This design comes from an exercise in tuning for small area, a short achievable clock period and few clock cycles on the open sky130 flow, not from production work. In this exercise RTL edits were held to simulation tests only and were not proved equivalent to the original.

alpha:
==> flow/design.v (excerpt) <==
module MandelbrotGen(
		input Clk_100M,           
		input  [4:0]BTNS,         
		input  SW0,               
		input  SW15,              
		output reg [18:0] addrA,  
		output reg [11:0] dinA,   
		output reg wea            
    );
export LEC_CHECK = 0
export ABC_AREA = 1
export CAP_MARGIN = 70
export CORE_MARGIN = 2
export CORE_UTILIZATION = 40
export GPL_ROUTABILITY_DRIVEN = 0
export SETUP_SLACK_MARGIN = 5
export SLEW_MARGIN = 70
export SYNTH_HIERARCHICAL = 1
export SYNTH_MINIMUM_KEEP_SIZE = 0
export TNS_END_PERCENT = 0
create_clock -name core_clock -period 11.0 [get_ports {Clk_100M}]
standard.sh (not shown) runs the stock make flow with config.mk's settings and CLKGATE_MAP_FILE= SYNTH_SCRIPT=/design/flow/synth_recipe.tcl, a recipe that flattens the netlist after the stock synthesis.
==> flow/flow/run.sh <==
#!/bin/bash
# Layout flow: the standard synthesis (standard.sh synth), then the
# standard ORFS layout steps (standard.sh's make command) with these changes:
#  - the resizer's timing repair aims for a larger setup slack margin, so that
#    it shortens the critical paths below the clock period;
#  - extra ORFS variables given in EXTRA below.
# Each tool's output goes to a log file in this folder.
set -euo pipefail
MARGIN=7.5
EXTRA='BUFFER_PORTS_ARGS="-buffer_cell sky130_fd_sc_hd__buf_2"'
bash standard.sh synth > synth.log 2>&1
sed -e "s/SETUP_SLACK_MARGIN=[0-9.]*/SETUP_SLACK_MARGIN=$MARGIN/" \
    -e "s|\"\${@:-finish}\"|$EXTRA \"\${@:-finish}\"|" standard.sh > layout.sh
bash layout.sh > layout.log 2>&1
alpha ran to completion and came out clean on the timing, DRC and antenna checks.
Testbench counts of alpha, summed over its fixed seeds: cycles 10,830,570.
Here is what was changed in the inputs of beta compared with alpha.
Settings: a change of CORE_UTILIZATION from 40 to 50; a deleted GPL_ROUTABILITY_DRIVEN that had been 0.
==> comparison <==
beta and alpha ended up with nearly the same cell area.
After detailed routing, alpha needs less wire than beta.
alpha → beta: share of the clock period used by the worst path ~0 delta; clock period minus final worst setup slack -16 ps.
Layout overhead on the synthesized area is lower on alpha
Insertion delay of the later-clocked pin in the worst-skew pair: beta vs alpha, no meaningful difference
> inputs changed (beta -> gamma)
Settings: changing CORE_UTILIZATION from 50 to 40.
diff --git a/flow/flow/run.sh b/flow/flow/run.sh
--- a/flow/flow/run.sh
+++ b/flow/flow/run.sh
@@ -9 +9 @@
-MARGIN=7.5
+MARGIN=7.2
Results
In gamma, aggregate routed wire length is lower than in beta. Looking at sequential share of cell area, gamma sits 0.22 points higher than beta does. beta → gamma: number of inverters outside the clock class in the layout went down by 0.36%, worst hold slack was more or less identical.

* * *

Starting RTL as in the previous note.
==> flow/config.mk <==
export PLATFORM = sky130hd
export DESIGN_NAME = MandelbrotGen
export DESIGN_NICKNAME = MandelbrotGen
export VERILOG_FILES = /design/flow/design.v
export SDC_FILE = /design/flow/constraint.sdc
export NUM_CORES = 8
export LEC_CHECK = 0
export ABC_AREA = 1
export CAP_MARGIN = 70
export CORE_MARGIN = 2
export CORE_UTILIZATION = 40
export SETUP_SLACK_MARGIN = 5
export SLEW_MARGIN = 70
export SYNTH_HIERARCHICAL = 1
export SYNTH_MINIMUM_KEEP_SIZE = 0
export TNS_END_PERCENT = 0
==> flow/constraint.sdc <==
create_clock -name core_clock -period 11.0 [get_ports {Clk_100M}]
set_input_delay 2.2000 -clock core_clock [delete_from_list [all_inputs] [get_ports {Clk_100M}]]
set_output_delay 2.2000 -clock core_clock [all_outputs]
set_load 0.01 [all_outputs]
==> flow/flow/run.sh <==
#!/bin/bash
# Layout flow: the standard synthesis (standard.sh synth), then the
# standard ORFS layout steps (standard.sh's make command) with these changes:
#  - the resizer's timing repair aims for a larger setup slack margin, so that
#    it shortens the critical paths below the clock period;
#  - extra ORFS variables given in EXTRA below.
# Each tool's output goes to a log file in this folder.
set -euo pipefail
MARGIN=7.8
EXTRA='BUFFER_PORTS_ARGS="-buffer_cell sky130_fd_sc_hd__buf_2"'
bash standard.sh synth > synth.log 2>&1
sed -e "s/SETUP_SLACK_MARGIN=[0-9.]*/SETUP_SLACK_MARGIN=$MARGIN/" \
    -e "s|\"\${@:-finish}\"|$EXTRA \"\${@:-finish}\"|" standard.sh > layout.sh
bash layout.sh > layout.log 2>&1
Testbench counts at the start, summed over its fixed seeds: cycles 10,830,570.
Then changed:
--- a/flow/flow/run.sh
+++ b/flow/flow/run.sh
@@ -7,5 +7,5 @@
 # Each tool's output goes to a log file in this folder.
 set -euo pipefail
-MARGIN=7.8
+MARGIN=7.5
 EXTRA='BUFFER_PORTS_ARGS="-buffer_cell sky130_fd_sc_hd__buf_2"'
 bash standard.sh synth > synth.log 2>&1
After rerunning:
- The new run ran to the end with no violations
- cell count stays the same
- routed wire length stays the same
- count of clock-buffer cells in the layout does not change
- synthesized area is unchanged
- maximum frequency is unchanged
- synthesized cell count does not change

* * *

== red ==
MandelbrotGen, a different RTL version from the one above (not shown whole).
For scale: ~11000 cells after synthesis, roughly 40 I/O pins.
// MandelbrotGen
module MandelbrotGen(
		input Clk_100M,           
		input  [4:0]BTNS,         
		input  SW0,               
		input  SW15,              
		output reg [18:0] addrA,  
		output reg [11:0] dinA,   
		output reg wea            
    );
Settings: LEC_CHECK=0, ABC_AREA=1, CAP_MARGIN=70, CORE_MARGIN=2, CORE_UTILIZATION=40, CTS_BUF_LIST=sky130_fd_sc_hd__clkbuf_16, CTS_CLUSTER_DIAMETER=60, CTS_CLUSTER_SIZE=20, SETUP_SLACK_MARGIN=5, SLEW_MARGIN=70, SYNTH_HIERARCHICAL=1, SYNTH_MINIMUM_KEEP_SIZE=0, TNS_END_PERCENT=0; clock period 11.0 ns.
==> flow/flow/run.sh <==
#!/bin/bash
# Layout flow: the standard synthesis (standard.sh synth), then the
# standard ORFS layout steps (standard.sh's make command) with these changes:
#  - the resizer's timing repair aims for a larger setup slack margin, so that
#    it shortens the critical paths below the clock period;
#  - extra ORFS variables given in EXTRA below.
# Each tool's output goes to a log file in this folder.
set -euo pipefail
MARGIN=7.5
EXTRA='BUFFER_PORTS_ARGS="-buffer_cell sky130_fd_sc_hd__buf_2"'
bash standard.sh synth > synth.log 2>&1
sed -e "s/SETUP_SLACK_MARGIN=[0-9.]*/SETUP_SLACK_MARGIN=$MARGIN/" \
    -e "s|\"\${@:-finish}\"|$EXTRA \"\${@:-finish}\"|" standard.sh > layout.sh
bash layout.sh > layout.log 2>&1
red: flow completed, timing, DRC and antenna clean
Testbench counts of red, summed over its fixed seeds: cycles 2,839,990.
For blue, these inputs were changed with respect to red:
diff --git a/flow/config.mk b/flow/config.mk
--- a/flow/config.mk
+++ b/flow/config.mk
@@ -10,10 +10,10 @@
 export CORE_MARGIN = 2
 export CORE_UTILIZATION = 40
-export CTS_BUF_LIST = sky130_fd_sc_hd__clkbuf_16
-export CTS_CLUSTER_DIAMETER = 60
-export CTS_CLUSTER_SIZE = 20
+export CTS_BUF_LIST = sky130_fd_sc_hd__clkbuf_8
+export CTS_CLUSTER_DIAMETER = 100
+export CTS_CLUSTER_SIZE = 10
 export SETUP_SLACK_MARGIN = 5
 export SLEW_MARGIN = 70
 export SYNTH_HIERARCHICAL = 1
 export SYNTH_MINIMUM_KEEP_SIZE = 0
-export TNS_END_PERCENT = 0
+export TNS_END_PERCENT = 5
[summary]
- Changes observed in blue relative to red: worst reg-to-reg setup slack fell by 0.03 ns, clock period minus final worst setup slack now sits higher, maximum fanout count along the critical path has decreased.

* * *

MandelbrotGen, a different RTL version from the one above (not shown whole).
For scale: about 3600 cells after synthesis, ~40 I/O pins, ~31000 µm² of cells after synthesis.
==> flow/config.mk <==
export PLATFORM = sky130hd
export DESIGN_NAME = MandelbrotGen
export DESIGN_NICKNAME = MandelbrotGen
export VERILOG_FILES = /design/flow/design.v
export SDC_FILE = /design/flow/constraint.sdc
export NUM_CORES = 8
export LEC_CHECK = 0
export ABC_AREA = 1
export CAP_MARGIN = 70
export CORE_MARGIN = 2
export CORE_UTILIZATION = 40
export CTS_BUF_LIST = sky130_fd_sc_hd__clkbuf_8 sky130_fd_sc_hd__clkbuf_16
export SETUP_SLACK_MARGIN = 5
export SLEW_MARGIN = 70
export SYNTH_HIERARCHICAL = 1
export SYNTH_MINIMUM_KEEP_SIZE = 0
export TNS_END_PERCENT = 0
==> flow/constraint.sdc <==
create_clock -name core_clock -period 11.0 [get_ports {Clk_100M}]
set_input_delay 2.2000 -clock core_clock [delete_from_list [all_inputs] [get_ports {Clk_100M}]]
set_output_delay 2.2000 -clock core_clock [all_outputs]
set_load 0.01 [all_outputs]
Scripts as last shown in full above: flow/flow/run.sh
The first run completed with no timing, DRC or antenna violations.
Testbench counts at the start, summed over its fixed seeds: cycles 10,830,570.
Next try:
--- a/flow/flow/run.sh
+++ b/flow/flow/run.sh
@@ -7,5 +7,5 @@
 # Each tool's output goes to a log file in this folder.
 set -euo pipefail
-MARGIN=7.5
+MARGIN=7.0
 EXTRA='BUFFER_PORTS_ARGS="-buffer_cell sky130_fd_sc_hd__buf_2"'
 bash standard.sh synth > synth.log 2>&1
- CTS_BUF_LIST: sky130_fd_sc_hd__clkbuf_8 sky130_fd_sc_hd__clkbuf_16 -> sky130_fd_sc_hd__clkbuf_8
- CTS_CLUSTER_DIAMETER: default -> 100
- CTS_CLUSTER_SIZE: default -> 10
=>
- design area falls by about 6.5%
- synthesized cell count is unchanged
- worst hold slack improved by 11 ps
- sequential share of layout area grows by 1.4 points
- core utilization fell by 3.1 points
- global-route usage went down by 1.6 points
- non-clock buffer count came out lower by 64
- fmax shrinks by about 7%
- register-to-register slack got worse by 280 ps
- synthesized area stays the same
Next try:
--- a/flow/flow/run.sh
+++ b/flow/flow/run.sh
@@ -7,5 +7,5 @@
 # Each tool's output goes to a log file in this folder.
 set -euo pipefail
-MARGIN=7.0
+MARGIN=7.5
 EXTRA='BUFFER_PORTS_ARGS="-buffer_cell sky130_fd_sc_hd__buf_2"'
 bash standard.sh synth > synth.log 2>&1
First-iteration DRC count went up by 30%.
Register-to-register slack gets better by 360 ps.
Cell area grows by 6.3%.
Global-route usage rises by 2.1 points.

what the ideal ports hide:
No port has a modelled driver above. Below, the same layouts with a new extraction and two added sets of constraints. Step 1 sets driving cells, clkbuf_16 on the clock port and buf_2 on the other inputs (assumed; they add their load-dependent delay and slew). Step 2 also shifts input and output timing later by t, the mid clock arrival at the registers, as if the neighbouring blocks saw the same clock. Slacks: ideal / step 1 / step 2; pairs: ideal / step 1.
run | t, ns | setup WS [ns] | worst setup path at the end
alpha | 0.641 | 7.280 / 7.280 / 7.280 | register to register
beta | 0.661 | 7.296 / 7.296 / 7.296 | register to register
gamma | 0.658 | 7.138 / 7.138 / 7.138 | register to register
the first run of note 2 | 0.647 | 7.274 / 7.274 / 7.274 | register to register
the second run of note 2 | 0.647 | 7.274 / 7.274 / 7.274 | register to register
red | 0.911 | 7.208 / 7.191 / 7.208 | register to register
blue | 1.056 | 7.173 / 7.173 / 7.173 | register to register
the first run of note 4 | 0.667 | 7.283 / 7.283 / 7.283 | register to register
the second run of note 4 | 0.737 | 7.008 / 7.008 / 7.008 | register to register
the third run of note 4 | 0.746 | 7.365 / 7.365 / 7.365 | register to register
After both steps every run listed still meets setup and hold.
